Background: an optimization exercise with open tools, aiming at small area. Do not read the settings as production practice. Only simulation tests tie the RTL to the original design; equivalence was not proved. The flow treats the clock pin as an ideal source, which a real chip does not have. No activity file was given, so power comes from the tool's default toggle rates.

**standard.sh**
```bash
#!/bin/bash
# synth_recipe.tcl (not shown) runs the flow's synth.tcl, then flattens the netlist and writes it again
# the make line also repeats each setting of config.mk as NAME=value (left out here)
make -C /OpenROAD-flow-scripts/flow DESIGN_CONFIG=/design/flow/config.mk WORK_HOME=/design/flow/orfs CLKGATE_MAP_FILE= SYNTH_SCRIPT=/design/flow/synth_recipe.tcl "${@:-finish}"
```
**design.v**
```verilog
module ksum(
    input  logic [11:0] a,
    input  logic [7:0] w0,
    input  logic [1:0] d0,
    input  logic [7:0] w1,
    input  logic [1:0] d1,
    input  logic [7:0] w2,
    input  logic [1:0] d2,
    input  logic [7:0] w3,
    input  logic [1:0] d3,
    input  logic [7:0] w4,
    input  logic [1:0] d4,
    input  logic [7:0] w5,
    input  logic [1:0] d5,
    input  logic [7:0] w6,
    input  logic [1:0] d6,
    input  logic [7:0] w7,
    input  logic [1:0] d7,
    input  logic [7:0] w8,
    input  logic [1:0] d8,
    output logic [13:0] s);
    wire pp1;
    assign pp1 = w1[0] & d1[0];
    wire pp2;
    assign pp2 = w1[0] & d1[1];
    wire pp3;
    assign pp3 = w1[1] & d1[0];
    wire pp4;
    assign pp4 = w1[1] & d1[1];
    wire pp5;
    assign pp5 = w1[2] & d1[0];
    wire pp6;
    assign pp6 = w1[2] & d1[1];
    wire pp7;
    assign pp7 = w1[3] & d1[0];
    wire pp8;
    assign pp8 = w1[3] & d1[1];
    wire pp9;
    assign pp9 = w1[4] & d1[0];
    wire pp10;
    assign pp10 = w1[4] & d1[1];
    wire pp11;
    assign pp11 = w1[5] & d1[0];
    wire pp12;
    assign pp12 = w1[5] & d1[1];
    wire pp13;
    assign pp13 = w1[6] & d1[0];
    wire pp14;
    assign pp14 = w1[6] & d1[1];
    wire pp15;
    assign pp15 = w1[7] & d1[0];
    wire pp16;
    assign pp16 = w1[7] & d1[1];
    wire pp17;
    assign pp17 = w2[0] & d2[0];
    wire pp18;
    assign pp18 = w2[0] & d2[1];
    wire pp19;
    assign pp19 = w2[1] & d2[0];
    wire pp20;
    assign pp20 = w2[1] & d2[1];
    wire pp21;
    assign pp21 = w2[2] & d2[0];
    wire pp22;
    assign pp22 = w2[2] & d2[1];
    wire pp23;
    assign pp23 = w2[3] & d2[0];
    wire pp24;
    assign pp24 = w2[3] & d2[1];
    wire pp25;
    assign pp25 = w2[4] & d2[0];
    wire pp26;
    assign pp26 = w2[4] & d2[1];
    wire pp27;
    assign pp27 = w2[5] & d2[0];
    wire pp28;
    assign pp28 = w2[5] & d2[1];
    wire pp29;
    assign pp29 = w2[6] & d2[0];
    wire pp30;
    assign pp30 = w2[6] & d2[1];
    wire pp31;
    assign pp31 = w2[7] & d2[0];
    wire pp32;
    assign pp32 = w2[7] & d2[1];
    wire pp33;
    assign pp33 = w4[0] & d4[0];
    wire pp34;
    assign pp34 = w4[0] & d4[1];
    wire pp35;
    assign pp35 = w4[1] & d4[0];
    wire pp36;
    assign pp36 = w4[1] & d4[1];
    wire pp37;
    assign pp37 = w4[2] & d4[0];
    wire pp38;
    assign pp38 = w4[2] & d4[1];
    wire pp39;
    assign pp39 = w4[3] & d4[0];
    wire pp40;
    assign pp40 = w4[3] & d4[1];
    wire pp41;
    assign pp41 = w4[4] & d4[0];
    wire pp42;
    assign pp42 = w4[4] & d4[1];
    wire pp43;
    assign pp43 = w4[5] & d4[0];
    wire pp44;
    assign pp44 = w4[5] & d4[1];
    wire pp45;
    assign pp45 = w4[6] & d4[0];
    wire pp46;
    assign pp46 = w4[6] & d4[1];
    wire pp47;
    assign pp47 = w4[7] & d4[0];
    wire pp48;
    assign pp48 = w4[7] & d4[1];
    wire pp49;
    assign pp49 = w5[0] & d5[0];
    wire pp50;
    assign pp50 = w5[0] & d5[1];
    wire pp51;
    assign pp51 = w5[1] & d5[0];
    wire pp52;
    assign pp52 = w5[1] & d5[1];
    wire pp53;
    assign pp53 = w5[2] & d5[0];
    wire pp54;
    assign pp54 = w5[2] & d5[1];
    wire pp55;
    assign pp55 = w5[3] & d5[0];
    wire pp56;
    assign pp56 = w5[3] & d5[1];
    wire pp57;
    assign pp57 = w5[4] & d5[0];
    wire pp58;
    assign pp58 = w5[4] & d5[1];
    wire pp59;
    assign pp59 = w5[5] & d5[0];
    wire pp60;
    assign pp60 = w5[5] & d5[1];
    wire pp61;
    assign pp61 = w5[6] & d5[0];
    wire pp62;
    assign pp62 = w5[6] & d5[1];
    wire pp63;
    assign pp63 = w5[7] & d5[0];
    wire pp64;
    assign pp64 = w5[7] & d5[1];
    wire pp65;
    assign pp65 = w7[0] & d7[0];
    wire pp66;
    assign pp66 = w7[0] & d7[1];
    wire pp67;
    assign pp67 = w7[1] & d7[0];
    wire pp68;
    assign pp68 = w7[1] & d7[1];
    wire pp69;
    assign pp69 = w7[2] & d7[0];
    wire pp70;
    assign pp70 = w7[2] & d7[1];
    wire pp71;
    assign pp71 = w7[3] & d7[0];
    wire pp72;
    assign pp72 = w7[3] & d7[1];
    wire pp73;
    assign pp73 = w7[4] & d7[0];
    wire pp74;
    assign pp74 = w7[4] & d7[1];
    wire pp75;
    assign pp75 = w7[5] & d7[0];
    wire pp76;
    assign pp76 = w7[5] & d7[1];
    wire pp77;
    assign pp77 = w7[6] & d7[0];
    wire pp78;
    assign pp78 = w7[6] & d7[1];
    wire pp79;
    assign pp79 = w7[7] & d7[0];
    wire pp80;
    assign pp80 = w7[7] & d7[1];
    wire pp81;
    assign pp81 = w8[0] & d8[0];
    wire pp82;
    assign pp82 = w8[0] & d8[1];
    wire pp83;
    assign pp83 = w8[1] & d8[0];
    wire pp84;
    assign pp84 = w8[1] & d8[1];
    wire pp85;
    assign pp85 = w8[2] & d8[0];
    wire pp86;
    assign pp86 = w8[2] & d8[1];
    wire pp87;
    assign pp87 = w8[3] & d8[0];
    wire pp88;
    assign pp88 = w8[3] & d8[1];
    wire pp89;
    assign pp89 = w8[4] & d8[0];
    wire pp90;
    assign pp90 = w8[4] & d8[1];
    wire pp91;
    assign pp91 = w8[5] & d8[0];
    wire pp92;
    assign pp92 = w8[5] & d8[1];
    wire pp93;
    assign pp93 = w8[6] & d8[0];
    wire pp94;
    assign pp94 = w8[6] & d8[1];
    wire pp95;
    assign pp95 = w8[7] & d8[0];
    wire pp96;
    assign pp96 = w8[7] & d8[1];
    wire pp97;
    assign pp97 = w0[0] & d0[0];
    wire pp98;
    assign pp98 = w0[0] & d0[1];
    wire pp99;
    assign pp99 = w0[1] & d0[0];
    wire pp100;
    assign pp100 = w0[1] & d0[1];
    wire pp101;
    assign pp101 = w0[2] & d0[0];
    wire pp102;
    assign pp102 = w0[2] & d0[1];
    wire pp103;
    assign pp103 = w0[3] & d0[0];
    wire pp104;
    assign pp104 = w0[3] & d0[1];
    wire pp105;
    assign pp105 = w0[4] & d0[0];
    wire pp106;
    assign pp106 = w0[4] & d0[1];
    wire pp107;
    assign pp107 = w0[5] & d0[0];
    wire pp108;
    assign pp108 = w0[5] & d0[1];
    wire pp109;
    assign pp109 = w0[6] & d0[0];
    wire pp110;
    assign pp110 = w0[6] & d0[1];
    wire pp111;
    assign pp111 = w0[7] & d0[0];
    wire pp112;
    assign pp112 = w0[7] & d0[1];
    wire pp113;
    assign pp113 = w3[0] & d3[0];
    wire pp114;
    assign pp114 = w3[0] & d3[1];
    wire pp115;
    assign pp115 = w3[1] & d3[0];
    wire pp116;
    assign pp116 = w3[1] & d3[1];
    wire pp117;
    assign pp117 = w3[2] & d3[0];
    wire pp118;
    assign pp118 = w3[2] & d3[1];
    wire pp119;
    assign pp119 = w3[3] & d3[0];
    wire pp120;
    assign pp120 = w3[3] & d3[1];
    wire pp121;
    assign pp121 = w3[4] & d3[0];
    wire pp122;
    assign pp122 = w3[4] & d3[1];
    wire pp123;
    assign pp123 = w3[5] & d3[0];
    wire pp124;
    assign pp124 = w3[5] & d3[1];
    wire pp125;
    assign pp125 = w3[6] & d3[0];
    wire pp126;
    assign pp126 = w3[6] & d3[1];
    wire pp127;
    assign pp127 = w3[7] & d3[0];
    wire pp128;
    assign pp128 = w3[7] & d3[1];
    wire pp129;
    assign pp129 = w6[0] & d6[0];
    wire pp130;
    assign pp130 = w6[0] & d6[1];
    wire pp131;
    assign pp131 = w6[1] & d6[0];
    wire pp132;
    assign pp132 = w6[1] & d6[1];
    wire pp133;
    assign pp133 = w6[2] & d6[0];
    wire pp134;
    assign pp134 = w6[2] & d6[1];
    wire pp135;
    assign pp135 = w6[3] & d6[0];
    wire pp136;
    assign pp136 = w6[3] & d6[1];
    wire pp137;
    assign pp137 = w6[4] & d6[0];
    wire pp138;
    assign pp138 = w6[4] & d6[1];
    wire pp139;
    assign pp139 = w6[5] & d6[0];
    wire pp140;
    assign pp140 = w6[5] & d6[1];
    wire pp141;
    assign pp141 = w6[6] & d6[0];
    wire pp142;
    assign pp142 = w6[6] & d6[1];
    wire pp143;
    assign pp143 = w6[7] & d6[0];
    wire pp144;
    assign pp144 = w6[7] & d6[1];
    wire s145;
    wire c146;
    assign s145 = a[1] ^ pp2 ^ pp3;
    assign c146 = (a[1] & pp2) | (pp3 & (a[1] ^ pp2));
    wire s147;
    wire c148;
    assign s147 = pp18 ^ pp19 ^ pp34;
    assign c148 = (pp18 & pp19) | (pp34 & (pp18 ^ pp19));
    wire s149;
    wire c150;
    assign s149 = pp35 ^ pp50 ^ pp51;
    assign c150 = (pp35 & pp50) | (pp51 & (pp35 ^ pp50));
    wire s151;
    wire c152;
    assign s151 = a[2] ^ pp4 ^ pp5;
    assign c152 = (a[2] & pp4) | (pp5 & (a[2] ^ pp4));
    wire s153;
    wire c154;
    assign s153 = pp20 ^ pp21 ^ pp36;
    assign c154 = (pp20 & pp21) | (pp36 & (pp20 ^ pp21));
    wire s155;
    wire c156;
    assign s155 = pp37 ^ pp52 ^ pp53;
    assign c156 = (pp37 & pp52) | (pp53 & (pp37 ^ pp52));
    wire s157;
    wire c158;
    assign s157 = pp68 ^ pp69 ^ pp84;
    assign c158 = (pp68 & pp69) | (pp84 & (pp68 ^ pp69));
    wire s159;
    wire c160;
    assign s159 = pp85 ^ pp100;
    assign c160 = pp85 & pp100;
    wire s161;
    wire c162;
    assign s161 = a[3] ^ pp6 ^ pp7;
    assign c162 = (a[3] & pp6) | (pp7 & (a[3] ^ pp6));
    wire s163;
    wire c164;
    assign s163 = pp22 ^ pp23 ^ pp38;
    assign c164 = (pp22 & pp23) | (pp38 & (pp22 ^ pp23));
    wire s165;
    wire c166;
    assign s165 = pp39 ^ pp54 ^ pp55;
    assign c166 = (pp39 & pp54) | (pp55 & (pp39 ^ pp54));
    wire s167;
    wire c168;
    assign s167 = pp70 ^ pp71 ^ pp86;
    assign c168 = (pp70 & pp71) | (pp86 & (pp70 ^ pp71));
    wire s169;
    wire c170;
    assign s169 = pp87 ^ pp102 ^ pp103;
    assign c170 = (pp87 & pp102) | (pp103 & (pp87 ^ pp102));
    wire s171;
    wire c172;
    assign s171 = pp118 ^ pp119;
    assign c172 = pp118 & pp119;
    wire s173;
    wire c174;
    assign s173 = a[4] ^ pp8 ^ pp9;
    assign c174 = (a[4] & pp8) | (pp9 & (a[4] ^ pp8));
    wire s175;
    wire c176;
    assign s175 = pp24 ^ pp25 ^ pp40;
    assign c176 = (pp24 & pp25) | (pp40 & (pp24 ^ pp25));
    wire s177;
    wire c178;
    assign s177 = pp41 ^ pp56 ^ pp57;
    assign c178 = (pp41 & pp56) | (pp57 & (pp41 ^ pp56));
    wire s179;
    wire c180;
    assign s179 = pp72 ^ pp73 ^ pp88;
    assign c180 = (pp72 & pp73) | (pp88 & (pp72 ^ pp73));
    wire s181;
    wire c182;
    assign s181 = pp89 ^ pp104 ^ pp105;
    assign c182 = (pp89 & pp104) | (pp105 & (pp89 ^ pp104));
    wire s183;
    wire c184;
    assign s183 = pp120 ^ pp121 ^ pp136;
    assign c184 = (pp120 & pp121) | (pp136 & (pp120 ^ pp121));
    wire s185;
    wire c186;
    assign s185 = a[5] ^ pp10 ^ pp11;
    assign c186 = (a[5] & pp10) | (pp11 & (a[5] ^ pp10));
    wire s187;
    wire c188;
    assign s187 = pp26 ^ pp27 ^ pp42;
    assign c188 = (pp26 & pp27) | (pp42 & (pp26 ^ pp27));
    wire s189;
    wire c190;
    assign s189 = pp43 ^ pp58 ^ pp59;
    assign c190 = (pp43 & pp58) | (pp59 & (pp43 ^ pp58));
    wire s191;
    wire c192;
    assign s191 = pp74 ^ pp75 ^ pp90;
    assign c192 = (pp74 & pp75) | (pp90 & (pp74 ^ pp75));
    wire s193;
    wire c194;
    assign s193 = pp91 ^ pp106 ^ pp107;
    assign c194 = (pp91 & pp106) | (pp107 & (pp91 ^ pp106));
    wire s195;
    wire c196;
    assign s195 = pp122 ^ pp123 ^ pp138;
    assign c196 = (pp122 & pp123) | (pp138 & (pp122 ^ pp123));
    wire s197;
    wire c198;
    assign s197 = a[6] ^ pp12 ^ pp13;
    assign c198 = (a[6] & pp12) | (pp13 & (a[6] ^ pp12));
    wire s199;
    wire c200;
    assign s199 = pp28 ^ pp29 ^ pp44;
    assign c200 = (pp28 & pp29) | (pp44 & (pp28 ^ pp29));
    wire s201;
    wire c202;
    assign s201 = pp45 ^ pp60 ^ pp61;
    assign c202 = (pp45 & pp60) | (pp61 & (pp45 ^ pp60));
    wire s203;
    wire c204;
    assign s203 = pp76 ^ pp77 ^ pp92;
    assign c204 = (pp76 & pp77) | (pp92 & (pp76 ^ pp77));
    wire s205;
    wire c206;
    assign s205 = pp93 ^ pp108 ^ pp109;
    assign c206 = (pp93 & pp108) | (pp109 & (pp93 ^ pp108));
    wire s207;
    wire c208;
    assign s207 = pp124 ^ pp125 ^ pp140;
    assign c208 = (pp124 & pp125) | (pp140 & (pp124 ^ pp125));
    wire s209;
    wire c210;
    assign s209 = a[7] ^ pp14 ^ pp15;
    assign c210 = (a[7] & pp14) | (pp15 & (a[7] ^ pp14));
    wire s211;
    wire c212;
    assign s211 = pp30 ^ pp31 ^ pp46;
    assign c212 = (pp30 & pp31) | (pp46 & (pp30 ^ pp31));
    wire s213;
    wire c214;
    assign s213 = pp47 ^ pp62 ^ pp63;
    assign c214 = (pp47 & pp62) | (pp63 & (pp47 ^ pp62));
    wire s215;
    wire c216;
    assign s215 = pp78 ^ pp79 ^ pp94;
    assign c216 = (pp78 & pp79) | (pp94 & (pp78 ^ pp79));
    wire s217;
    wire c218;
    assign s217 = pp95 ^ pp110 ^ pp111;
    assign c218 = (pp95 & pp110) | (pp111 & (pp95 ^ pp110));
    wire s219;
    wire c220;
    assign s219 = pp126 ^ pp127 ^ pp142;
    assign c220 = (pp126 & pp127) | (pp142 & (pp126 ^ pp127));
    wire s221;
    wire c222;
    assign s221 = a[8] ^ pp16 ^ pp32;
    assign c222 = (a[8] & pp16) | (pp32 & (a[8] ^ pp16));
    wire s223;
    wire c224;
    assign s223 = pp48 ^ pp64;
    assign c224 = pp48 & pp64;
    wire s225;
    wire c226;
    assign s225 = a[0] ^ pp1;
    assign c226 = a[0] & pp1;
    wire s227;
    wire c228;
    assign s227 = pp66 ^ pp67 ^ pp82;
    assign c228 = (pp66 & pp67) | (pp82 & (pp66 ^ pp67));
    wire s229;
    wire c230;
    assign s229 = pp83 ^ pp98 ^ pp99;
    assign c230 = (pp83 & pp98) | (pp99 & (pp83 ^ pp98));
    wire s231;
    wire c232;
    assign s231 = pp114 ^ pp115;
    assign c232 = pp114 & pp115;
    wire s233;
    wire c234;
    assign s233 = pp101 ^ pp116 ^ pp117;
    assign c234 = (pp101 & pp116) | (pp117 & (pp101 ^ pp116));
    wire s235;
    wire c236;
    assign s235 = pp132 ^ pp133 ^ s151;
    assign c236 = (pp132 & pp133) | (s151 & (pp132 ^ pp133));
    wire s237;
    wire c238;
    assign s237 = s153 ^ s155 ^ s157;
    assign c238 = (s153 & s155) | (s157 & (s153 ^ s155));
    wire s239;
    wire c240;
    assign s239 = s159 ^ c146;
    assign c240 = s159 & c146;
    wire s241;
    wire c242;
    assign s241 = pp134 ^ pp135 ^ s161;
    assign c242 = (pp134 & pp135) | (s161 & (pp134 ^ pp135));
    wire s243;
    wire c244;
    assign s243 = s163 ^ s165 ^ s167;
    assign c244 = (s163 & s165) | (s167 & (s163 ^ s165));
    wire s245;
    wire c246;
    assign s245 = s169 ^ s171 ^ c152;
    assign c246 = (s169 & s171) | (c152 & (s169 ^ s171));
    wire s247;
    wire c248;
    assign s247 = c154 ^ c156 ^ c158;
    assign c248 = (c154 & c156) | (c158 & (c154 ^ c156));
    wire s249;
    wire c250;
    assign s249 = pp137 ^ s173 ^ s175;
    assign c250 = (pp137 & s173) | (s175 & (pp137 ^ s173));
    wire s251;
    wire c252;
    assign s251 = s177 ^ s179 ^ s181;
    assign c252 = (s177 & s179) | (s181 & (s177 ^ s179));
    wire s253;
    wire c254;
    assign s253 = s183 ^ c162 ^ c164;
    assign c254 = (s183 & c162) | (c164 & (s183 ^ c162));
    wire s255;
    wire c256;
    assign s255 = c166 ^ c168 ^ c170;
    assign c256 = (c166 & c168) | (c170 & (c166 ^ c168));
    wire s257;
    wire c258;
    assign s257 = pp139 ^ s185 ^ s187;
    assign c258 = (pp139 & s185) | (s187 & (pp139 ^ s185));
    wire s259;
    wire c260;
    assign s259 = s189 ^ s191 ^ s193;
    assign c260 = (s189 & s191) | (s193 & (s189 ^ s191));
    wire s261;
    wire c262;
    assign s261 = s195 ^ c174 ^ c176;
    assign c262 = (s195 & c174) | (c176 & (s195 ^ c174));
    wire s263;
    wire c264;
    assign s263 = c178 ^ c180 ^ c182;
    assign c264 = (c178 & c180) | (c182 & (c178 ^ c180));
    wire s265;
    wire c266;
    assign s265 = pp141 ^ s197 ^ s199;
    assign c266 = (pp141 & s197) | (s199 & (pp141 ^ s197));
    wire s267;
    wire c268;
    assign s267 = s201 ^ s203 ^ s205;
    assign c268 = (s201 & s203) | (s205 & (s201 ^ s203));
    wire s269;
    wire c270;
    assign s269 = s207 ^ c186 ^ c188;
    assign c270 = (s207 & c186) | (c188 & (s207 ^ c186));
    wire s271;
    wire c272;
    assign s271 = c190 ^ c192 ^ c194;
    assign c272 = (c190 & c192) | (c194 & (c190 ^ c192));
    wire s273;
    wire c274;
    assign s273 = pp143 ^ s209 ^ s211;
    assign c274 = (pp143 & s209) | (s211 & (pp143 ^ s209));
    wire s275;
    wire c276;
    assign s275 = s213 ^ s215 ^ s217;
    assign c276 = (s213 & s215) | (s217 & (s213 ^ s215));
    wire s277;
    wire c278;
    assign s277 = s219 ^ c198 ^ c200;
    assign c278 = (s219 & c198) | (c200 & (s219 ^ c198));
    wire s279;
    wire c280;
    assign s279 = c202 ^ c204 ^ c206;
    assign c280 = (c202 & c204) | (c206 & (c202 ^ c204));
    wire s281;
    wire c282;
    assign s281 = pp80 ^ pp96 ^ pp112;
    assign c282 = (pp80 & pp96) | (pp112 & (pp80 ^ pp96));
    wire s283;
    wire c284;
    assign s283 = pp128 ^ pp144 ^ s221;
    assign c284 = (pp128 & pp144) | (s221 & (pp128 ^ pp144));
    wire s285;
    wire c286;
    assign s285 = s223 ^ c210 ^ c212;
    assign c286 = (s223 & c210) | (c212 & (s223 ^ c210));
    wire s287;
    wire c288;
    assign s287 = c214 ^ c216 ^ c218;
    assign c288 = (c214 & c216) | (c218 & (c214 ^ c216));
    wire s289;
    wire c290;
    assign s289 = pp17 ^ pp33 ^ pp49;
    assign c290 = (pp17 & pp33) | (pp49 & (pp17 ^ pp33));
    wire s291;
    wire c292;
    assign s291 = pp65 ^ pp81;
    assign c292 = pp65 & pp81;
    wire s293;
    wire c294;
    assign s293 = pp130 ^ pp131 ^ s145;
    assign c294 = (pp130 & pp131) | (s145 & (pp130 ^ pp131));
    wire s295;
    wire c296;
    assign s295 = s147 ^ s149 ^ s227;
    assign c296 = (s147 & s149) | (s227 & (s147 ^ s149));
    wire s297;
    wire c298;
    assign s297 = s229 ^ s231;
    assign c298 = s229 & s231;
    wire s299;
    wire c300;
    assign s299 = c148 ^ c150 ^ s233;
    assign c300 = (c148 & c150) | (s233 & (c148 ^ c150));
    wire s301;
    wire c302;
    assign s301 = s235 ^ s237 ^ s239;
    assign c302 = (s235 & s237) | (s239 & (s235 ^ s237));
    wire s303;
    wire c304;
    assign s303 = c228 ^ c230 ^ c232;
    assign c304 = (c228 & c230) | (c232 & (c228 ^ c230));
    wire s305;
    wire c306;
    assign s305 = c160 ^ s241 ^ s243;
    assign c306 = (c160 & s241) | (s243 & (c160 ^ s241));
    wire s307;
    wire c308;
    assign s307 = s245 ^ s247 ^ c234;
    assign c308 = (s245 & s247) | (c234 & (s245 ^ s247));
    wire s309;
    wire c310;
    assign s309 = c236 ^ c238 ^ c240;
    assign c310 = (c236 & c238) | (c240 & (c236 ^ c238));
    wire s311;
    wire c312;
    assign s311 = c172 ^ s249 ^ s251;
    assign c312 = (c172 & s249) | (s251 & (c172 ^ s249));
    wire s313;
    wire c314;
    assign s313 = s253 ^ s255 ^ c242;
    assign c314 = (s253 & s255) | (c242 & (s253 ^ s255));
    wire s315;
    wire c316;
    assign s315 = c244 ^ c246 ^ c248;
    assign c316 = (c244 & c246) | (c248 & (c244 ^ c246));
    wire s317;
    wire c318;
    assign s317 = c184 ^ s257 ^ s259;
    assign c318 = (c184 & s257) | (s259 & (c184 ^ s257));
    wire s319;
    wire c320;
    assign s319 = s261 ^ s263 ^ c250;
    assign c320 = (s261 & s263) | (c250 & (s261 ^ s263));
    wire s321;
    wire c322;
    assign s321 = c252 ^ c254 ^ c256;
    assign c322 = (c252 & c254) | (c256 & (c252 ^ c254));
    wire s323;
    wire c324;
    assign s323 = c196 ^ s265 ^ s267;
    assign c324 = (c196 & s265) | (s267 & (c196 ^ s265));
    wire s325;
    wire c326;
    assign s325 = s269 ^ s271 ^ c258;
    assign c326 = (s269 & s271) | (c258 & (s269 ^ s271));
    wire s327;
    wire c328;
    assign s327 = c260 ^ c262 ^ c264;
    assign c328 = (c260 & c262) | (c264 & (c260 ^ c262));
    wire s329;
    wire c330;
    assign s329 = c208 ^ s273 ^ s275;
    assign c330 = (c208 & s273) | (s275 & (c208 ^ s273));
    wire s331;
    wire c332;
    assign s331 = s277 ^ s279 ^ c266;
    assign c332 = (s277 & s279) | (c266 & (s277 ^ s279));
    wire s333;
    wire c334;
    assign s333 = c268 ^ c270 ^ c272;
    assign c334 = (c268 & c270) | (c272 & (c268 ^ c270));
    wire s335;
    wire c336;
    assign s335 = c220 ^ s281 ^ s283;
    assign c336 = (c220 & s281) | (s283 & (c220 ^ s281));
    wire s337;
    wire c338;
    assign s337 = s285 ^ s287 ^ c274;
    assign c338 = (s285 & s287) | (c274 & (s285 ^ s287));
    wire s339;
    wire c340;
    assign s339 = c276 ^ c278 ^ c280;
    assign c340 = (c276 & c278) | (c280 & (c276 ^ c278));
    wire s341;
    wire c342;
    assign s341 = a[9] ^ c222 ^ c224;
    assign c342 = (a[9] & c222) | (c224 & (a[9] ^ c222));
    wire s343;
    wire c344;
    assign s343 = c282 ^ c284 ^ c286;
    assign c344 = (c282 & c284) | (c286 & (c282 ^ c284));
    wire s345;
    wire c346;
    assign s345 = pp97 ^ pp113 ^ pp129;
    assign c346 = (pp97 & pp113) | (pp129 & (pp97 ^ pp113));
    wire s347;
    wire c348;
    assign s347 = c226 ^ s293 ^ s295;
    assign c348 = (c226 & s293) | (s295 & (c226 ^ s293));
    wire s349;
    wire c350;
    assign s349 = s297 ^ c290;
    assign c350 = s297 & c290;
    wire s351;
    wire c352;
    assign s351 = s299 ^ s301 ^ s303;
    assign c352 = (s299 & s301) | (s303 & (s299 ^ s301));
    wire s353;
    wire c354;
    assign s353 = c294 ^ c296 ^ c298;
    assign c354 = (c294 & c296) | (c298 & (c294 ^ c296));
    wire s355;
    wire c356;
    assign s355 = s305 ^ s307 ^ s309;
    assign c356 = (s305 & s307) | (s309 & (s305 ^ s307));
    wire s357;
    wire c358;
    assign s357 = c300 ^ c302 ^ c304;
    assign c358 = (c300 & c302) | (c304 & (c300 ^ c302));
    wire s359;
    wire c360;
    assign s359 = s311 ^ s313 ^ s315;
    assign c360 = (s311 & s313) | (s315 & (s311 ^ s313));
    wire s361;
    wire c362;
    assign s361 = c306 ^ c308 ^ c310;
    assign c362 = (c306 & c308) | (c310 & (c306 ^ c308));
    wire s363;
    wire c364;
    assign s363 = s317 ^ s319 ^ s321;
    assign c364 = (s317 & s319) | (s321 & (s317 ^ s319));
    wire s365;
    wire c366;
    assign s365 = c312 ^ c314 ^ c316;
    assign c366 = (c312 & c314) | (c316 & (c312 ^ c314));
    wire s367;
    wire c368;
    assign s367 = s323 ^ s325 ^ s327;
    assign c368 = (s323 & s325) | (s327 & (s323 ^ s325));
    wire s369;
    wire c370;
    assign s369 = c318 ^ c320 ^ c322;
    assign c370 = (c318 & c320) | (c322 & (c318 ^ c320));
    wire s371;
    wire c372;
    assign s371 = s329 ^ s331 ^ s333;
    assign c372 = (s329 & s331) | (s333 & (s329 ^ s331));
    wire s373;
    wire c374;
    assign s373 = c324 ^ c326 ^ c328;
    assign c374 = (c324 & c326) | (c328 & (c324 ^ c326));
    wire s375;
    wire c376;
    assign s375 = s335 ^ s337 ^ s339;
    assign c376 = (s335 & s337) | (s339 & (s335 ^ s337));
    wire s377;
    wire c378;
    assign s377 = c330 ^ c332 ^ c334;
    assign c378 = (c330 & c332) | (c334 & (c330 ^ c332));
    wire s379;
    wire c380;
    assign s379 = c288 ^ s341 ^ s343;
    assign c380 = (c288 & s341) | (s343 & (c288 ^ s341));
    wire s381;
    wire c382;
    assign s381 = c336 ^ c338 ^ c340;
    assign c382 = (c336 & c338) | (c340 & (c336 ^ c338));
    wire s383;
    wire c384;
    assign s383 = a[10] ^ c342;
    assign c384 = a[10] & c342;
    wire s385;
    wire c386;
    assign s385 = s225 ^ s289;
    assign c386 = s225 & s289;
    wire s387;
    wire c388;
    assign s387 = c292 ^ s347 ^ s349;
    assign c388 = (c292 & s347) | (s349 & (c292 ^ s347));
    wire s389;
    wire c390;
    assign s389 = s351 ^ s353 ^ c348;
    assign c390 = (s351 & s353) | (c348 & (s351 ^ s353));
    wire s391;
    wire c392;
    assign s391 = s355 ^ s357 ^ c352;
    assign c392 = (s355 & s357) | (c352 & (s355 ^ s357));
    wire s393;
    wire c394;
    assign s393 = s359 ^ s361 ^ c356;
    assign c394 = (s359 & s361) | (c356 & (s359 ^ s361));
    wire s395;
    wire c396;
    assign s395 = s363 ^ s365 ^ c360;
    assign c396 = (s363 & s365) | (c360 & (s363 ^ s365));
    wire s397;
    wire c398;
    assign s397 = s367 ^ s369 ^ c364;
    assign c398 = (s367 & s369) | (c364 & (s367 ^ s369));
    wire s399;
    wire c400;
    assign s399 = s371 ^ s373 ^ c368;
    assign c400 = (s371 & s373) | (c368 & (s371 ^ s373));
    wire s401;
    wire c402;
    assign s401 = s375 ^ s377 ^ c372;
    assign c402 = (s375 & s377) | (c372 & (s375 ^ s377));
    wire s403;
    wire c404;
    assign s403 = s379 ^ s381 ^ c376;
    assign c404 = (s379 & s381) | (c376 & (s379 ^ s381));
    wire s405;
    wire c406;
    assign s405 = c344 ^ s383 ^ c380;
    assign c406 = (c344 & s383) | (c380 & (c344 ^ s383));
    wire s407;
    wire c408;
    assign s407 = s291 ^ s345;
    assign c408 = s291 & s345;
    wire s409;
    wire c410;
    assign s409 = c346 ^ s387 ^ c386;
    assign c410 = (c346 & s387) | (c386 & (c346 ^ s387));
    wire s411;
    wire c412;
    assign s411 = c350 ^ s389 ^ c388;
    assign c412 = (c350 & s389) | (c388 & (c350 ^ s389));
    wire s413;
    wire c414;
    assign s413 = c354 ^ s391 ^ c390;
    assign c414 = (c354 & s391) | (c390 & (c354 ^ s391));
    wire s415;
    wire c416;
    assign s415 = c358 ^ s393 ^ c392;
    assign c416 = (c358 & s393) | (c392 & (c358 ^ s393));
    wire s417;
    wire c418;
    assign s417 = c362 ^ s395 ^ c394;
    assign c418 = (c362 & s395) | (c394 & (c362 ^ s395));
    wire s419;
    wire c420;
    assign s419 = c366 ^ s397 ^ c396;
    assign c420 = (c366 & s397) | (c396 & (c366 ^ s397));
    wire s421;
    wire c422;
    assign s421 = c370 ^ s399 ^ c398;
    assign c422 = (c370 & s399) | (c398 & (c370 ^ s399));
    wire s423;
    wire c424;
    assign s423 = c374 ^ s401 ^ c400;
    assign c424 = (c374 & s401) | (c400 & (c374 ^ s401));
    wire s425;
    wire c426;
    assign s425 = c378 ^ s403 ^ c402;
    assign c426 = (c378 & s403) | (c402 & (c378 ^ s403));
    wire s427;
    wire c428;
    assign s427 = c382 ^ s405 ^ c404;
    assign c428 = (c382 & s405) | (c404 & (c382 ^ s405));
    wire s429;
    wire c430;
    assign s429 = a[11] ^ c384 ^ c406;
    assign c430 = (a[11] & c384) | (c406 & (a[11] ^ c384));
    wire s431;
    wire c432;
    assign s431 = s385 ^ s407;
    assign c432 = s385 & s407;
    wire s433;
    wire c434;
    assign s433 = s409 ^ c408 ^ c432;
    assign c434 = (s409 & c408) | (c432 & (s409 ^ c408));
    wire s435;
    wire c436;
    assign s435 = s411 ^ c410 ^ c434;
    assign c436 = (s411 & c410) | (c434 & (s411 ^ c410));
    wire s437;
    wire c438;
    assign s437 = s413 ^ c412 ^ c436;
    assign c438 = (s413 & c412) | (c436 & (s413 ^ c412));
    wire s439;
    wire c440;
    assign s439 = s415 ^ c414 ^ c438;
    assign c440 = (s415 & c414) | (c438 & (s415 ^ c414));
    wire s441;
    wire c442;
    assign s441 = s417 ^ c416 ^ c440;
    assign c442 = (s417 & c416) | (c440 & (s417 ^ c416));
    wire s443;
    wire c444;
    assign s443 = s419 ^ c418 ^ c442;
    assign c444 = (s419 & c418) | (c442 & (s419 ^ c418));
    wire s445;
    wire c446;
    assign s445 = s421 ^ c420 ^ c444;
    assign c446 = (s421 & c420) | (c444 & (s421 ^ c420));
    wire s447;
    wire c448;
    assign s447 = s423 ^ c422 ^ c446;
    assign c448 = (s423 & c422) | (c446 & (s423 ^ c422));
    wire s449;
    wire c450;
    assign s449 = s425 ^ c424 ^ c448;
    assign c450 = (s425 & c424) | (c448 & (s425 ^ c424));
    wire s451;
    wire c452;
    assign s451 = s427 ^ c426 ^ c450;
    assign c452 = (s427 & c426) | (c450 & (s427 ^ c426));
    wire s453;
    wire c454;
    assign s453 = s429 ^ c428 ^ c452;
    assign c454 = (s429 & c428) | (c452 & (s429 ^ c428));
    wire s455;
    wire c456;
    assign s455 = c430 ^ c454;
    assign c456 = c430 & c454;
    assign s = {c456, s455, s453, s451, s449, s447, s445, s443, s441, s439, s437, s435, s433, s431};
endmodule
module apb_convolver(
    input  logic                      HCLK,
    input  logic                      HRESETn,
    input  logic               [11:0] PADDR,
    input  logic               [31:0] PWDATA,
    input  logic                      PWRITE,
    input  logic                      PSEL,
    input  logic                      PENABLE,
    output logic               [31:0] PRDATA,
    output logic                      PREADY,
    output logic                      PSLVERR,
    output logic               [3:0]  irq_o,
    output logic                      mem_wen_n,
    output logic               [10:0] mem_addr,
    output logic               [31:0] mem_wdata,
    input  logic               [31:0] mem_rdata
    );
    logic [2:0] rel_addr;
    assign rel_addr = PADDR[4:2];
    assign PREADY  = 1'b1;
    assign PSLVERR = 1'b0;
    assign irq_o   = 4'b0;
    logic wensel, shift, setup_in, display, clc, addr_increment;
    assign wensel         = PWRITE & PENABLE & PSEL;
    assign shift          = wensel & (rel_addr == 3'd3);
    assign setup_in       = PSEL & ~PENABLE & PWRITE & (rel_addr == 3'd3);
    assign display        = wensel & (rel_addr == 3'd4) &  PWDATA[0];
    assign clc            = wensel & (rel_addr == 3'd4) & ~PWDATA[0];
    assign addr_increment = ~PWRITE & PENABLE & PSEL & rel_addr[2];
    logic [31:0] qw1, qw2, qw3, q_inp, h1, h2, q_out;
    logic        q_0, q_1, q_2, q_3, q_4, pa;
    always_ff @(posedge HCLK, negedge HRESETn)
        if (~HRESETn) begin
            qw1 <= '0; qw2 <= '0; qw3 <= '0;
            q_inp <= '0; q_out <= '0;
            q_0 <= 1'b0; q_1 <= 1'b0; q_2 <= 1'b0; q_3 <= 1'b0; q_4 <= 1'b0; pa <= 1'b0;
        end else begin
            if (wensel && rel_addr == 3'd0) qw1 <= PWDATA;
            if (wensel && rel_addr == 3'd1) qw2 <= PWDATA;
            if (wensel && rel_addr == 3'd2) qw3 <= PWDATA;
            if (shift) q_inp <= PWDATA;
            if (q_4) q_out <= mem_rdata;
            q_0 <= shift;
            q_1 <= q_0;
            q_2 <= q_1 && (counter >= 5'd3) && (counter <= 5'd28);
            q_3 <= rel_addr[2];
            q_4 <= q_3;
            pa  <= setup_in;
        end
    always_comb begin
        case (rel_addr)
            3'd0: PRDATA = qw1;
            3'd1: PRDATA = qw2;
            3'd2: PRDATA = qw3;
            3'd3: PRDATA = q_inp;
            3'd5: PRDATA = q_out;
            default: PRDATA = 32'b0;
        endcase
    end
    always_ff @(posedge HCLK)
        if (shift) begin
            h1 <= q_inp;
            h2 <= h1;
        end
    localparam logic [1:0] RESET = 2'd0, CALC = 2'd1, DISPLAY = 2'd2;
    logic [1:0]  state, next_state;
    logic [10:0] address, next_address;
    logic [4:0]  counter, next_counter;
    logic        WRITEn;
    always_ff @(posedge HCLK, negedge HRESETn)
        if (~HRESETn) begin
            state   <= RESET;
            address <= '0;
            counter <= '0;
        end else begin
            state   <= next_state;
            address <= next_address;
            counter <= next_counter;
        end
    always_comb begin
        WRITEn       = 1'b1;
        next_address = address;
        next_counter = counter;
        next_state   = state;
        case (state)
            RESET: begin
                WRITEn = 1'b0;
                next_address = address + 1'b1;
                if (address == 11'd338) begin
                    next_state   = CALC;
                    next_address = '0;
                end
            end
            CALC: begin
                WRITEn = ~q_2;
                if (q_2)
                    next_address = address + 1'b1;
                else if (shift)
                    next_counter = (counter == 5'd28) ? 5'd1 : counter + 1'b1;
                else if (display) begin
                    next_address = '0;
                    next_state   = DISPLAY;
                    next_counter = '0;
                end
            end
            DISPLAY: begin
                if (addr_increment)
                    next_address = address + 1'b1;
                else if (clc) begin
                    next_address = '0;
                    next_state   = CALC;
                end
            end
            default: ;
        endcase
    end
    assign mem_wen_n = WRITEn;
    assign mem_addr  = address;
    logic [1:0] sel;
    assign sel = {q_0 | q_1, pa | q_1};
    logic [1:0] dC [4], dB [4], dA [4];    
    always_comb
        for (int k = 0; k < 4; k++) begin
            case (sel)
                2'd0: begin dC[k] = PWDATA[8*k+0 +: 2]; dB[k] = q_inp[8*k+0 +: 2]; dA[k] = h1[8*k+0 +: 2]; end
                2'd1: begin dC[k] = PWDATA[8*k+2 +: 2]; dB[k] = q_inp[8*k+2 +: 2]; dA[k] = h1[8*k+2 +: 2]; end
                2'd2: begin dC[k] = q_inp[8*k+4 +: 2];  dB[k] = h1[8*k+4 +: 2];    dA[k] = h2[8*k+4 +: 2]; end
                default: begin dC[k] = q_inp[8*k+6 +: 2]; dB[k] = h1[8*k+6 +: 2];  dA[k] = h2[8*k+6 +: 2]; end
            endcase
        end
    logic [13:0] acc_up, acc_lo, nx_up, nx_lo;
    logic [1:0]  sv_up, sv_lo;
    logic [11:0] fb_up, fb_lo;
    assign fb_up = (sel == 2'd0) ? 12'd0 : acc_up[13:2];
    assign fb_lo = (sel == 2'd0) ? 12'd0 : acc_lo[13:2];
    ksum k_up (.a(fb_up), .s(nx_up),
        .w0(qw1[7:0]), .d0(dC[3]), .w1(qw1[15:8]), .d1(dB[3]), .w2(qw1[23:16]), .d2(dA[3]),
        .w3(qw2[7:0]), .d3(dC[2]), .w4(qw2[15:8]), .d4(dB[2]), .w5(qw2[23:16]), .d5(dA[2]),
        .w6(qw3[7:0]), .d6(dC[1]), .w7(qw3[15:8]), .d7(dB[1]), .w8(qw3[23:16]), .d8(dA[1]));
    ksum k_lo (.a(fb_lo), .s(nx_lo),
        .w0(qw1[7:0]), .d0(dC[2]), .w1(qw1[15:8]), .d1(dB[2]), .w2(qw1[23:16]), .d2(dA[2]),
        .w3(qw2[7:0]), .d3(dC[1]), .w4(qw2[15:8]), .d4(dB[1]), .w5(qw2[23:16]), .d5(dA[1]),
        .w6(qw3[7:0]), .d6(dC[0]), .w7(qw3[15:8]), .d7(dB[0]), .w8(qw3[23:16]), .d8(dA[0]));
    always_ff @(posedge HCLK, negedge HRESETn)
        if (~HRESETn) begin
            acc_up <= '0; acc_lo <= '0; sv_up <= '0; sv_lo <= '0;
        end else begin
            acc_up <= nx_up;
            acc_lo <= nx_lo;
            sv_up  <= acc_up[1:0];
            sv_lo  <= acc_lo[1:0];
        end
    assign mem_wdata = {acc_up, sv_up, acc_lo, sv_lo};
endmodule
```
**constraint.sdc**
```tcl
create_clock -name core_clock -period 10.0 [get_ports {HCLK}]
set_input_delay 2.0000 -clock core_clock [delete_from_list [all_inputs] [get_ports {HCLK}]]
set_output_delay 2.0000 -clock core_clock [all_outputs]
set_load 0.01 [all_outputs]
```
**flow/polarity.py**
```python
#!/usr/bin/env python3
"""Inverter-polarity optimisation of a flat sky130hd gate netlist written by Yosys.

Two kinds of cell may change the polarity of what they drive:
  - a full adder (fa) is self-dual, FA(~a,~b,~c) = (~sum, ~cout), so it may be
    "flipped": fed the complements of its inputs it drives the complements of
    its outputs;
  - a simple gate may be swapped for its complementary cell (nand2 <-> and2,
    xnor2 <-> xor2, a21oi <-> a21o, mux2i <-> mux2, ...), which has the same
    inputs and drives the complement of the output.
All of the netlist's inverters (except any that drive an output port) are
removed, a polarity is chosen for every such cell by simulated annealing to
minimise (inverter area + swapped-cell area change), and one inverter is put
back for every signal whose complement is still needed. The function of every
output and register input is unchanged; registers are untouched.

usage: polarity2.py IN.v OUT.v [LIBERTY]
"""
import re, sys, random, math
from collections import defaultdict

P = "sky130_fd_sc_hd__"
INV = P + "inv_1"
LIB = sys.argv[3] if len(sys.argv) > 3 else \
    "/OpenROAD-flow-scripts/flow/platforms/sky130hd/lib/sky130_fd_sc_hd__tt_025C_1v80.lib"
PAIRS = [("nand2_1", "Y", "and2_1", "X"), ("nand2_1", "Y", "and2_0", "X"),
         ("nor2_1", "Y", "or2_1", "X"), ("nor2_1", "Y", "or2_0", "X"),
         ("nand3_1", "Y", "and3_1", "X"), ("nor3_1", "Y", "or3_1", "X"),
         ("nand4_1", "Y", "and4_1", "X"), ("nor4_1", "Y", "or4_1", "X"),
         ("xnor2_1", "Y", "xor2_1", "X"),
         ("a21oi_1", "Y", "a21o_1", "X"), ("o21ai_0", "Y", "o21a_1", "X"),
         ("o21ai_1", "Y", "o21a_1", "X"),
         ("a22oi_1", "Y", "a22o_1", "X"), ("o22ai_1", "Y", "o22a_1", "X"),
         ("a211oi_1", "Y", "a211o_1", "X"), ("o211ai_1", "Y", "o211a_1", "X"),
         ("a31oi_1", "Y", "a31o_1", "X"), ("o31ai_1", "Y", "o31a_1", "X"),
         ("a2bb2oi_1", "Y", "a2bb2o_1", "X"), ("o2bb2ai_1", "Y", "o2bb2a_1", "X"),
         ("a21boi_0", "Y", "a21bo_1", "X"), ("o21bai_1", "Y", "o21ba_1", "X"),
         ("mux2i_1", "Y", "mux2_1", "X")]
SWAP = {}
for a, pa, b, pb in PAIRS:
    SWAP.setdefault(P + a, (P + b, pa, pb))
    SWAP.setdefault(P + b, (P + a, pb, pa))
AREA = {}
_n = None
for l in open(LIB):
    mm = re.match(r'\s*cell\s*\(\s*"?(\w+)"?\s*\)', l)
    if mm:
        _n = mm.group(1)
    mm = re.match(r'\s*area\s*:\s*([\d.]+)', l)
    if mm and _n:
        AREA[_n] = float(mm.group(1)); _n = None
INV_AREA = AREA[INV]

src = open(sys.argv[1]).read()
m = re.search(r"^module\s+(\w+)\s*\((.*?)\);", src, re.S | re.M)
head_end = m.end()
endm = src.rindex("endmodule")
body = src[head_end:endm]
inst_re = re.compile(r"^\s*(sky130_fd_sc_hd__\w+)\s+(\S+)\s*\((.*?)\);\s*$", re.S | re.M)
pin_re = re.compile(r"\.(\w+)\(\s*(.*?)\s*\)\s*(?:,|$)", re.S)
cells = []
for im in inst_re.finditer(body):
    cells.append([im.group(1), im.group(2), [(p, n.strip()) for p, n in pin_re.findall(im.group(3))]])
first_inst = inst_re.search(body).start()
decls = body[:first_inst]
assert inst_re.sub("", body[first_inst:]).strip() == ""
port_dir = {}
for d, rng, names in re.findall(r"^\s*(input|output|inout)\s+(\[[^\]]*\])?\s*([^;]+);", decls, re.M):
    for n in names.split(","):
        port_dir[n.strip()] = d
def port_kind(net):
    return port_dir.get(net.split("[")[0].strip())

OUTPINS = {"X", "Y", "Q", "Q_N", "SUM", "COUT", "HI", "LO", "GCLK"}
def is_const(n):
    return n == "" or n.startswith("1'b") or n.startswith("'")

inv_of = {}
n_inv = 0
for c in cells:
    if c[0].startswith(P + "inv_"):
        n_inv += 1
        pins = dict(c[2])
        if port_kind(pins["Y"]) != "output":
            inv_of[pins["Y"]] = pins["A"]
def root(net):
    par = 0
    while net in inv_of:
        net = inv_of[net]; par ^= 1
    return net, par
def removed(c):
    return c[0].startswith(P + "inv_") and dict(c[2])["Y"] in inv_of

# nodes: fa cells (flip inputs and outputs) and swappable gates (flip output)
is_fa = {}
node_out = {}      # cell idx -> list of output nets
drv_node = {}      # net -> cell idx whose polarity sets it
swap_gain = {}     # cell idx -> area change when flipped
for i, c in enumerate(cells):
    typ = c[0]
    if typ.startswith(P + "fa_"):
        outs = [n for p, n in c[2] if p in ("SUM", "COUT")]
        if any(port_kind(n) == "output" for n in outs):
            continue
        is_fa[i] = True
        node_out[i] = outs
        swap_gain[i] = 0.0
    elif typ in SWAP:
        outs = [n for p, n in c[2] if p in OUTPINS]
        if len(outs) != 1 or port_kind(outs[0]) == "output":
            continue
        is_fa[i] = False
        node_out[i] = outs
        swap_gain[i] = AREA[SWAP[typ][0]] - AREA[typ]
    else:
        continue
    for n in node_out[i]:
        drv_node[n] = i
nodes = list(node_out)

uses = defaultdict(list)    # root -> [(cell idx, parity)]
in_roots = defaultdict(set)
for i, c in enumerate(cells):
    if removed(c):
        continue
    for p, n in c[2]:
        if p in OUTPINS or is_const(n):
            continue
        r, par = root(n)
        uses[r].append((i, par))
        if is_fa.get(i):
            in_roots[i].add(r)
flip = defaultdict(int)
def need(r):
    ph = flip[drv_node[r]] if r in drv_node else 0
    for i, par in uses[r]:
        if par ^ (flip[i] if is_fa.get(i) else 0) ^ ph:
            return 1
    return 0
touch = {i: set(node_out[i]) | in_roots[i] for i in nodes}
def local(i):
    return sum(need(r) for r in touch[i]) * INV_AREA + (swap_gain[i] if flip[i] else 0.0)
cost = sum(need(r) for r in uses) * INV_AREA
start = cost
random.seed(1)
best = cost; best_flip = dict(flip)
T = 2.0
steps = 200 * len(nodes)
for s in range(steps):
    T = 2.0 * (1 - s / steps) + 0.01
    i = random.choice(nodes)
    c0 = local(i)
    flip[i] ^= 1
    d = local(i) - c0
    if d <= 0 or random.random() < math.exp(-d / T):
        cost += d
        if cost < best - 1e-9:
            best = cost; best_flip = dict(flip)
    else:
        flip[i] ^= 1
flip = defaultdict(int, best_flip)
improved = True
while improved:
    improved = False
    for i in nodes:
        c0 = local(i); flip[i] ^= 1
        if local(i) < c0 - 1e-9:
            improved = True
        else:
            flip[i] ^= 1
ninv = sum(need(r) for r in uses)
dswap = sum(swap_gain[i] for i in nodes if flip[i])
sys.stderr.write(f"polarity: {n_inv} inverters in, {ninv} out; {sum(1 for i in nodes if flip[i] and is_fa[i])} fa flipped, "
                 f"{sum(1 for i in nodes if flip[i] and not is_fa[i])} gates swapped (area {dswap:+.1f}); "
                 f"net area change {(ninv - n_inv) * INV_AREA + dswap:+.1f} um2\n")

newdecl, inv_net = [], {}
def comp_net(r):
    if r not in inv_net:
        nn = f"_pol{len(inv_net) + 1}_"
        inv_net[r] = nn
        newdecl.append(f"  wire {nn};\n")
    return inv_net[r]
out_cells = []
for i, c in enumerate(cells):
    if removed(c):
        continue
    typ, name, pl = c
    if flip[i] and not is_fa.get(i, True):
        newtyp, oldpin, newpin = SWAP[typ]
        typ = newtyp
        pl = [(newpin if p == oldpin else p, n) for p, n in pl]
    npl = []
    for p, n in pl:
        if p in OUTPINS or is_const(n):
            npl.append((p, n)); continue
        r, par = root(n)
        ph = flip[drv_node[r]] if r in drv_node else 0
        q = par ^ (flip[i] if is_fa.get(i) else 0) ^ ph
        npl.append((p, comp_net(r) if q else r))
    out_cells.append((typ, name, npl))
for k, (r, nn) in enumerate(inv_net.items()):
    ph = flip[drv_node[r]] if r in drv_node else 0
    out_cells.append((INV, f"_polinv{k + 1}_", [("A", r), ("Y", nn)]))
def esc(n):
    return n + " " if n.startswith("\\") else n
def fmt(c):
    typ, name, pl = c
    return f"  {typ} {esc(name)} (\n" + ",\n".join(f"    .{p}({esc(n)})" for p, n in pl) + "\n  );\n"
open(sys.argv[2], "w").write(src[:head_end] + decls + "".join(newdecl) + "".join(fmt(c) for c in out_cells) + src[endm:])
```
**config.mk**
```make
export PLATFORM = sky130hd
export DESIGN_NAME = apb_convolver
export DESIGN_NICKNAME = apb_convolver
export VERILOG_FILES = /design/flow/design.v
export SDC_FILE = /design/flow/constraint.sdc
export NUM_CORES = 4
export LEC_CHECK = 0
export CAP_MARGIN = 20
export CORE_MARGIN = 2
export CORE_UTILIZATION = 40
export SLEW_MARGIN = 20
```
**flow/run.sh**
```bash
#!/bin/bash
# Own layout flow, built on the standard ORFS flow (standard.sh):
#  1. the standard synthesis, unchanged (standard.sh synth);
#  2. flow/polarity.py rewrites the synthesised netlist's inverters: full adders are
#     self-dual and many gates have a complementary cell, so it picks their polarities to
#     need fewer inverters (registers and the logic function are unchanged);
#  3. the rest of the standard flow, with port buffers of sky130_fd_sc_hd__buf_1 (instead of
#     clkdlybuf4s50_1) and CTS with clkbuf_4 buffers and no dummy loads.
# Each tool's full output goes to a log in the work folder: flow_synth.log, flow_polarity.log,
# flow_layout.log (ORFS's per-step logs are under orfs/logs/).
set -euo pipefail
RES=orfs/results/${FLOW_PLATFORM}/apb_convolver/base
LIB=${FLOW_HOME}/platforms/${FLOW_PLATFORM}/lib/sky130_fd_sc_hd__tt_025C_1v80.lib
bash standard.sh synth > flow_synth.log 2>&1
cp ${RES}/1_2_yosys.v ${RES}/1_2_yosys.standard.v
python3 flow/polarity.py ${RES}/1_2_yosys.standard.v ${RES}/1_2_yosys.pol.v ${LIB} > flow_polarity.log 2>&1
cp ${RES}/1_2_yosys.pol.v ${RES}/1_2_yosys.v
rm -f ${RES}/1_synth.odb ${RES}/1_synth.sdc
bash standard.sh \
  "BUFFER_PORTS_ARGS=-buffer_cell sky130_fd_sc_hd__buf_1" \
  "CTS_ARGS=-sink_clustering_enable -repair_clock_nets -dont_use_dummy_load -buf_list sky130_fd_sc_hd__clkbuf_4" \
  finish > flow_layout.log 2>&1
```
==> flow_metrics.py, run 1 <==
metrics = {
    "global_routing": {
        "grt_max_degree": 79,
        "grt_antenna_before_repair": 5,
        "grt_pass1_wl_microns": 88400,
        "gr-total-overflow": 0,
        "track_usage": 0.237,
        "grt_pass1_vias": 14900,
    },
    "detailed_routing": {
        "drc": 0,
        "met3_length_microns": 3970,
        "vias": 13700,
        "wl_met2_microns": 27900,
        "drt-total-wl_microns": 58000,
        "dr.pass1.iters": 5,
        "drtIter0Drc": 817,
        "top_layer": "met5",
        "via_per_inst": 5.42,
        "post_drt_wl_per_cell_microns": 23.0,
        "antenna_left": 0,
        "drt-met1-wl_microns": 23600,
    },
    "floorplanning": {
        "dieWidth_microns": 225,
        "die_y_microns": 225,
        "dieArea_sq_um": 50800,
        "ioPinCount": 163,
        "core_sq_um": 48600,
        "num_rows": 81,
        "initial_utilization": 0.403,
    },
    "place": {
        "dpl.cell_count": 2438,
        "gp_congestion": 0.947,
        "placed_cell_area_sq_um": 21200,
        "pre_cts_ws_ns": -0.149,
        "dpl.hpwl_microns": 44900,
        "io_buffers": 147,
    },
    "clock_network": {
        "cts_resized": 0,
        "cts_max_level": 3,
        "clock_latency_ns": 0.80,
        "cts.clk_slew.worst_paths_ns": 0.07,
        "clock_sinks": 264,
        "clockBufferDepth": 3,
        "cts-root-buf": "clkbuf_4",
        "cts_tree": "built",
        "numCtsBuffers": 77,
        "cts_hold_buf": 0,
        "cts_setup_buffers": 0,
    },
    "timing": {
        "setup_viol": 0,
        "clock.fmax_ghz": 0.103,
        "skew_ns": 0.101,
        "tns_ns": 0,
        "hold_slack_ns": 0.345,
        "hold_viol": 0,
        "setup_slack_ns": 0.278,
        "fin_crit_ns": 9.72,
        "finalCritPeriodShare": 0.972,
        "worst_slew_pin_slew_ns": 0.910,
        "rsz0062_at_grt": "false",
        "max_slew_margin": 0.393,
        "maxSlewViolCount": 0,
    },
    "run_status": {
        "status": "timing/DRC/antenna clean",
    },
    "finish": {
        "stdcell_count": 2518,
        "synthToLayoutAreaGrowth_pct": 11.4,
        "drive_gt1_frac": 0.177,
        "postLayoutCellArea_sq_um": 21800,
        "final_nets": 2297,
        "final_util": 0.449,
    },
    "synth": {
        "yosys_warnings": 7,
        "syn_area_per_cell_sq_um": 11.8,
        "synth_cells": 1660,
        "syn-cell-area_sq_um": 19600,
    },
    "setup_path": {
        "cp_cell_sequence": "buf_12, mux2i_1, nor2_1, a21oi_1, o21ai_0, and2_1, fa_1, fa_1, fa_1, fa_1, fa_1, fa_1, fa_1, fa_1, fa_1, fa_1, fa_1, fa_1, fa_1, fa_1, fa_1, fa_1, ha_1",
        "startpoint_type": "flop",
        "arrival_ns": 10.38,
        "slowest_stage": "dfrtp_2",
        "timing_worst_setup_path_type": "reg -> reg",
        "cp_num_buf_inv": 1,
        "slowest_delay_ns": 0.65,
        "required_ns": 10.66,
        "worstPathMaxFanout": 22,
        "crit_path_end_kind": "flop",
        "cp_common_cell": "fa_1",
        "cp_top_family": "adder cells",
    },
    "run": {
        "drv_cap": 0,
    },
    "power": {
        "totalPowerFinal_mw": 6.02,
        "p_leak_nw": 9.35,
        "peakVddDrop_mv": 0.223,
        "power_density_nw_per_um2": 276,
    },
    "worst_hold_path": {
        "hp-class": "reg -> reg",
    },
}
-- per-layer routing --
| layer | GRT usage | up-vias |
|---|---|---|
| li1 | - | 5920 |
| met1 | 0.306 | 7124 |
| met2 | 0.381 | 489 |
| met3 | 0.0537 | 122 |
| met4 | 0.108 | 4 |
| met5 | 0 | - |
-- cells in the final DEF, fill, tap and decap left out, drive strengths merged, types with 2 or more instances in the layout --
cell,n
ha,36
mux2,162
a21oi,19
nand3,10
or2,4
nor2b,3
fa,284
nor2,23
o21bai,2
mux2i,89
o211ai,8
nor4,3
edfxtp,48
inv,101
or3,2
conb,6
and2,86
o31ai,5
clkbuf,81
nor3,10
buf,225
or4,4
nand2,335
nand2b,4
and3,2
o21ai,97
nor4b,2
diode,2
a22o,8
a32o,2
dfrtp,216
nand4,2
-- worst paths after layout --
path	startpoint	endpoint	slack (ns)	cells past startpoint
worst min register to register	q_3$_DFF_PN0_	q_4$_DFF_PN0_	0.35	0
max in group asynchronous	HRESETn	qw2[18]$_DFFE_PN0P_	6.91	3
worst max register to register	pa$_DFF_PN0_	acc_lo[12]$_DFF_PN0_	0.28	23
min in group asynchronous	HRESETn	acc_lo[0]$_DFF_PN0_	1.25	1
worst min-delay path	q_3$_DFF_PN0_	q_4$_DFF_PN0_	0.35	0
worst max-delay path	pa$_DFF_PN0_	acc_lo[12]$_DFF_PN0_	0.28	23
-- flip-flops by register name, indices dropped and copies added (netlist names), 2 cells and up --
name / flops
acc_lo: 14
acc_up: 14
address: 11
counter: 5
h1: 32
h2: 16
q_inp: 32
q_out: 32
qw1: 32
qw2: 32
qw3: 32
state: 2
sv_lo: 2
sv_up: 2
-- power by group --
group          internal (mW)  leakage [nW]  switching [mW]
clock                  0.347         0.354           0.417
combinational           1.67          5.83            1.96
sequential              1.37          3.16           0.256
total                   3.39          9.35            2.63
-- final cells by class --
class,count,area (sq um)
Antenna cell,2,5.00
Tap cell,622,778
Timing Repair Buffer,229,1210
Sequential cell,264,6850
Clock buffer,77,578
Inverter,101,379
Fill cell,4628,26800
Multi-Input combinational cell,1223,12000
==> run 2: changes to the inputs <==
==> flow/run.sh (replaced) <==
#!/bin/bash
# Own layout flow, built on the standard ORFS flow (standard.sh):
#  1. the standard synthesis, unchanged (standard.sh synth);
#  2. flow/polarity.py rewrites the synthesised netlist's inverters: full adders are
#     self-dual and many gates have a complementary cell, so it picks their polarities to
#     need fewer inverters (registers and the logic function are unchanged);
#  3. the standard floorplan and placement, with port buffers of sky130_fd_sc_hd__buf_1
#     (instead of clkdlybuf4s50_1);
#  5. the rest of the standard flow.
# Each tool's full output goes to a log file of its own in the work folder (flow_*.log);
# ORFS's per-step logs are under orfs/logs/.
set -euo pipefail
RES=orfs/results/${FLOW_PLATFORM}/apb_convolver/base
LIB=${FLOW_HOME}/platforms/${FLOW_PLATFORM}/lib/sky130_fd_sc_hd__tt_025C_1v80.lib
BP="BUFFER_PORTS_ARGS=-buffer_cell sky130_fd_sc_hd__buf_1"

bash standard.sh synth > flow_synth.log 2>&1
cp ${RES}/1_2_yosys.v ${RES}/1_2_yosys.standard.v
python3 flow/polarity.py ${RES}/1_2_yosys.standard.v ${RES}/1_2_yosys.pol.v ${LIB} > flow_polarity.log 2>&1
cp ${RES}/1_2_yosys.pol.v ${RES}/1_2_yosys.v
rm -f ${RES}/1_synth.odb ${RES}/1_synth.sdc

bash standard.sh "$BP" place > flow_place.log 2>&1

BASE="-sink_clustering_enable -repair_clock_nets -dont_use_dummy_load"
TRIALS=(
  "-buf_list sky130_fd_sc_hd__clkbuf_4 -sink_clustering_size 8 -sink_clustering_max_diameter 80"
  "-buf_list sky130_fd_sc_hd__clkbuf_4 -sink_clustering_size 10 -sink_clustering_max_diameter 60"
  "-buf_list sky130_fd_sc_hd__clkbuf_4 -sink_clustering_size 8 -sink_clustering_max_diameter 60"
  "-buf_list sky130_fd_sc_hd__clkbuf_8 -sink_clustering_size 14 -sink_clustering_max_diameter 60"
  "-buf_list sky130_fd_sc_hd__clkbuf_4 -sink_clustering_size 10 -sink_clustering_max_diameter 35"
  "-buf_list sky130_fd_sc_hd__clkbuf_8 -sink_clustering_size 10 -sink_clustering_max_diameter 60"
)
best_args="$BASE -buf_list sky130_fd_sc_hd__clkbuf_4"
best_area=1e9
: > flow_cts_trials.log
for i in "${!TRIALS[@]}"; do
  args="$BASE ${TRIALS[$i]}"
  line=$(CTS_TRY_ARGS="$args" CTS_TRY_ODB=${RES}/3_place.odb CTS_TRY_SDC=${RES}/3_place.sdc \
         openroad -no_init -exit flow/cts_trial.tcl 2>&1 | tee -a flow_cts_trials.log | grep CTS_TRIAL || true)
  echo "trial $i: $args -> $line" >> flow_cts_trials.log
  area=$(echo "$line" | awk '{print $3}'); slew=$(echo "$line" | awk '{print $5}')
  if [[ -n "$area" && -n "$slew" ]] && awk -v s="$slew" -v a="$area" -v b="$best_area" 'BEGIN{exit !(s < 0.112 && a < b)}'; then
    best_area=$area; best_args="$args"
  fi
done
echo "chosen: $best_args (clock cells $best_area um2)" >> flow_cts_trials.log

bash standard.sh "$BP" "CTS_ARGS=$best_args" finish > flow_layout.log 2>&1
==> flow/cts_trial.tcl (new file) <==
# Trial clock tree on the placed design: prints the clock cells' area and the largest
# slew at a register clock pin. Reads CTS_TRY_ARGS, CTS_TRY_ODB, CTS_TRY_SDC from the environment.
set P $::env(FLOW_HOME)/platforms/$::env(FLOW_PLATFORM)
read_lef $P/lef/sky130_fd_sc_hd.tlef
read_lef $P/lef/sky130_fd_sc_hd_merged.lef
read_liberty $P/lib/sky130_fd_sc_hd__tt_025C_1v80.lib
read_db $::env(CTS_TRY_ODB)
read_sdc $::env(CTS_TRY_SDC)
source $P/setRC.tcl
clock_tree_synthesis {*}$::env(CTS_TRY_ARGS)
set_propagated_clock [all_clocks]
estimate_parasitics -placement
set a 0
foreach inst [get_cells *] {
  set m [get_property $inst ref_name]
  if {[string match "*clkbuf*" $m] || [string match "*clkinv*" $m]} {
    set a [expr {$a + [get_property [get_lib_cells */$m] area]}]
  }
}
set mx 0
foreach pin [get_pins -hierarchical */CLK] {
  set s [get_property $pin slew_max]
  if {$s > $mx} { set mx $s }
}
puts "CTS_TRIAL area $a slew $mx"
--- a/config.mk
+++ b/config.mk
@@ -6,4 +6,5 @@
 export NUM_CORES = 4
 export LEC_CHECK = 0
+export ABC_AREA = 1
 export CAP_MARGIN = 20
 export CORE_MARGIN = 2
==> run 2 against run 1 <==
Largest power group unchanged. Non-clock buffer count shrank 18. Cell count grew 7.8%. Sequential share of layout area grew 0.96 points. Worst setup slack gained 0.0098 ns. Routed wire length grew 1.5%. Critical path depth grew 4. Still clean on timing, DRC and antenna. Highest routed layer unchanged. Area after synthesis shrank 1.4%. Sequential power shrank 4%. Fmax grew 0.10%. Clock power shrank 25%. Total power grew 4.8%.
==> flow_metrics.py, run 2 <==
metrics = {
    "timing": {
        "skew_ns": 0.0998,
        "setup_viol": 0,
        "fin_crit_ns": 9.71,
        "finalCritPeriodShare": 0.971,
        "tns_ns": 0,
        "clock.fmax_ghz": 0.103,
        "rsz0062_at_grt": "false",
        "worst_slew_pin_slew_ns": 1.03,
        "maxSlewViolCount": 0,
        "hold_viol": 0,
        "max_slew_margin": 0.312,
    },
    "setup_path": {
        "reg2regPathDepth": 27,
        "r2r_end": "acc_up[12]$_DFF_PN0_",
        "slowest_delay_ns": 0.55,
        "cp_num_buf_inv": 5,
        "worst-r2r-setup-slack_ns": 0.29,
        "timing.rr.start": "q_1$_DFF_PN0_",
        "arrival_ns": 10.35,
        "cp_common_cell": "fa_1",
        "startpoint_type": "flop",
        "worstPathMaxFanout": 9,
        "cp_top_family": "adder cells",
        "required_ns": 10.64,
        "crit_path_end_kind": "flop",
        "timing_worst_setup_path_type": "reg -> reg",
        "slowest_stage": "fa_1",
    },
    "floorplanning": {
        "dieArea_sq_um": 50100,
        "initial_utilization": 0.405,
        "ioPinCount": 163,
        "dieWidth_microns": 224,
        "die_y_microns": 224,
        "num_rows": 80,
        "core_sq_um": 47700,
    },
    "finish": {
        "final_cell_mix": "nand2_1 (327), fa_1 (284), inv_1 (231), dfrtp_1 (215), o21ai_0 (185)",
        "stdcell_count": 2714,
        "final_common_cell": "nand2_1",
        "synthToLayoutAreaGrowth_pct": 9.66,
        "fillerInstances": 4623,
        "drive_gt1_frac": 0.0687,
        "final_nets": 2500,
    },
    "global_routing": {
        "grt_max_degree": 93,
        "grt_pass1_vias": 15200,
        "grt_pass1_wl_microns": 92000,
        "gr-total-overflow": 0,
        "grt_antenna_before_repair": 4,
        "track_usage": 0.246,
    },
    "place": {
        "dpl.cell_count": 2671,
        "io_buffers": 147,
        "gp_congestion": 0.894,
        "dpl.hpwl_microns": 46600,
    },
    "power": {
        "power_density_nw_per_um2": 298,
        "peakVddDrop_mv": 0.333,
        "totalPowerFinal_mw": 6.31,
        "p_leak_nw": 9.97,
    },
    "detailed_routing": {
        "vias": 14300,
        "dr.pass1.iters": 5,
        "antenna_left": 0,
        "drt-total-wl_microns": 58900,
        "drtIter0Drc": 1134,
        "post_drt_wl_per_cell_microns": 21.7,
        "via_per_inst": 5.27,
        "drc": 0,
    },
    "clock_network": {
        "clock_latency_ns": 0.78,
        "numCtsBuffers": 40,
        "cts.clk_slew.worst_paths_ns": 0.10,
        "clock_sinks": 264,
        "cts_setup_buffers": 0,
        "cts_tree": "built",
        "cts_hold_buf": 0,
    },
    "run": {
        "drv_cap": 0,
    },
    "synth": {
        "synth_cells": 1911,
        "yosys_warnings": 7,
        "syn-cell-area_sq_um": 19300,
        "syn_area_per_cell_sq_um": 10.1,
    },
    "worst_hold_path": {
        "hold_depth": 0,
        "worstHoldEndpoint": "q_4$_DFF_PN0_",
        "min_from": "q_3$_DFF_PN0_",
        "hp-class": "reg -> reg",
    },
    "run_status": {
        "status": "timing/DRC/antenna clean",
    },
}
==> run 2: layer usage <==
| layer | global-route usage | wire (microns) | vias up |
|---|---|---|---|
| met1 | 0.324 | 24600 | 7314 |
| met2 | 0.415 | 29000 | 467 |
| li1 | - | - | 6407 |
| met5 | 0 | 16 | - |
| met4 | 0.0961 | 2310 | 2 |
| met3 | 0.0323 | 2990 | 104 |
==> run 2: final cells by class <==
cell class | count | area, sq um | area share
Tap cell | 615 | 769 | 0.0363
Sequential cell | 264 | 6850 | 0.323
Clock buffer | 40 | 300 | 0.0142
Inverter | 231 | 867 | 0.0409
Antenna cell | 2 | 5.00 | 0.000236
Timing Repair Buffer | 211 | 1070 | 0.0506
Multi-Input combinational cell | 1351 | 11300 | 0.534
==> run 2: stage by stage <==
stage	worst slack, ns	hold slack, ns	cell area (sq um)	util
finish	0.288	0.358	21200	0.444
global route	0.0102	0.362	21200	0.444
CTS	0.274	0.361	21100	0.443
detailed placement	-0.185	0.335	20800	0.437
global placement	-0.106	0.332	20800	0.437
floorplan	0.571	0.331	19300	-
==> run 2: worst max-delay path by stage <==
stage / start / endpoint / slack, ns / cells past startpoint
final: q_1$_DFF_PN0_ / acc_up[12]$_DFF_PN0_ / 0.29 / 27
after global routing: pa$_DFF_PN0_ / acc_up[12]$_DFF_PN0_ / 0.01 / 25
after CTS: pa$_DFF_PN0_ / acc_up[12]$_DFF_PN0_ / 0.27 / 23
after detailed placement: PWDATA[27] / acc_up[12]$_DFF_PN0_ / -0.19 / 22
after global placement: PWDATA[27] / acc_up[12]$_DFF_PN0_ / -0.11 / 22
after floorplan: PWDATA[0] / acc_lo[12]$_DFF_PN0_ / 0.57 / 21
==> run 2: power breakdown <==
part	internal (mW)	switching, mW
clock network	0.184	0.389
logic	1.91	2.27
registers	1.38	0.173
total	3.48	2.83
==> run 2: worst register-to-register path, cell delays in order, from the launching register on <==
cell,delay [ns]
dfrtp_1,0.37
inv_1,0.18
nand2_4,0.12
nor2_8,0.20
inv_1,0.20
buf_4,0.24
o211ai_1,0.35
o21ai_4,0.23
inv_1,0.12
buf_4,0.21
and2_1,0.18
fa_1,0.42
fa_1,0.55
fa_1,0.44
fa_1,0.54
fa_1,0.44
fa_1,0.45
fa_1,0.39
fa_1,0.40
fa_1,0.44
fa_1,0.41
fa_1,0.41
fa_1,0.46
fa_1,0.42
fa_1,0.39
fa_1,0.39
fa_1,0.38
ha_1,0.27
==> run 2: timing repair <==
action / 4_1_cts / 5_1_grt
endpoints found under the hold margin: 0 / 0
endpoints found under the setup margin: 0 / 1
resized for setup: 0 / 1

-- port drivers added, routing unchanged --
Ports are ideal in the flow. The routed layouts listed here were re-timed in OpenROAD.
Step 1 sets driving cells, clkbuf_16 on the clock port and buf_2 on the other inputs (assumed; they add their load-dependent delay and slew).
Step 2 times the ports against the registers' clock, not the clock port: input delays grow and output delays shrink by t, the midpoint of the rising clock arrivals with the driver on.
Slacks: ideal ports / drivers / drivers and shift; pairs: ideal ports / drivers.
run | t, ns | setup slack, ns
run 1 | 0.803 | 0.278 / 0.278 / -0.055
run 2 | 0.781 | 0.288 / 0.288 / -0.122
With both steps, setup timing fails in run 1 and run 2, where it was met with ideal ports.
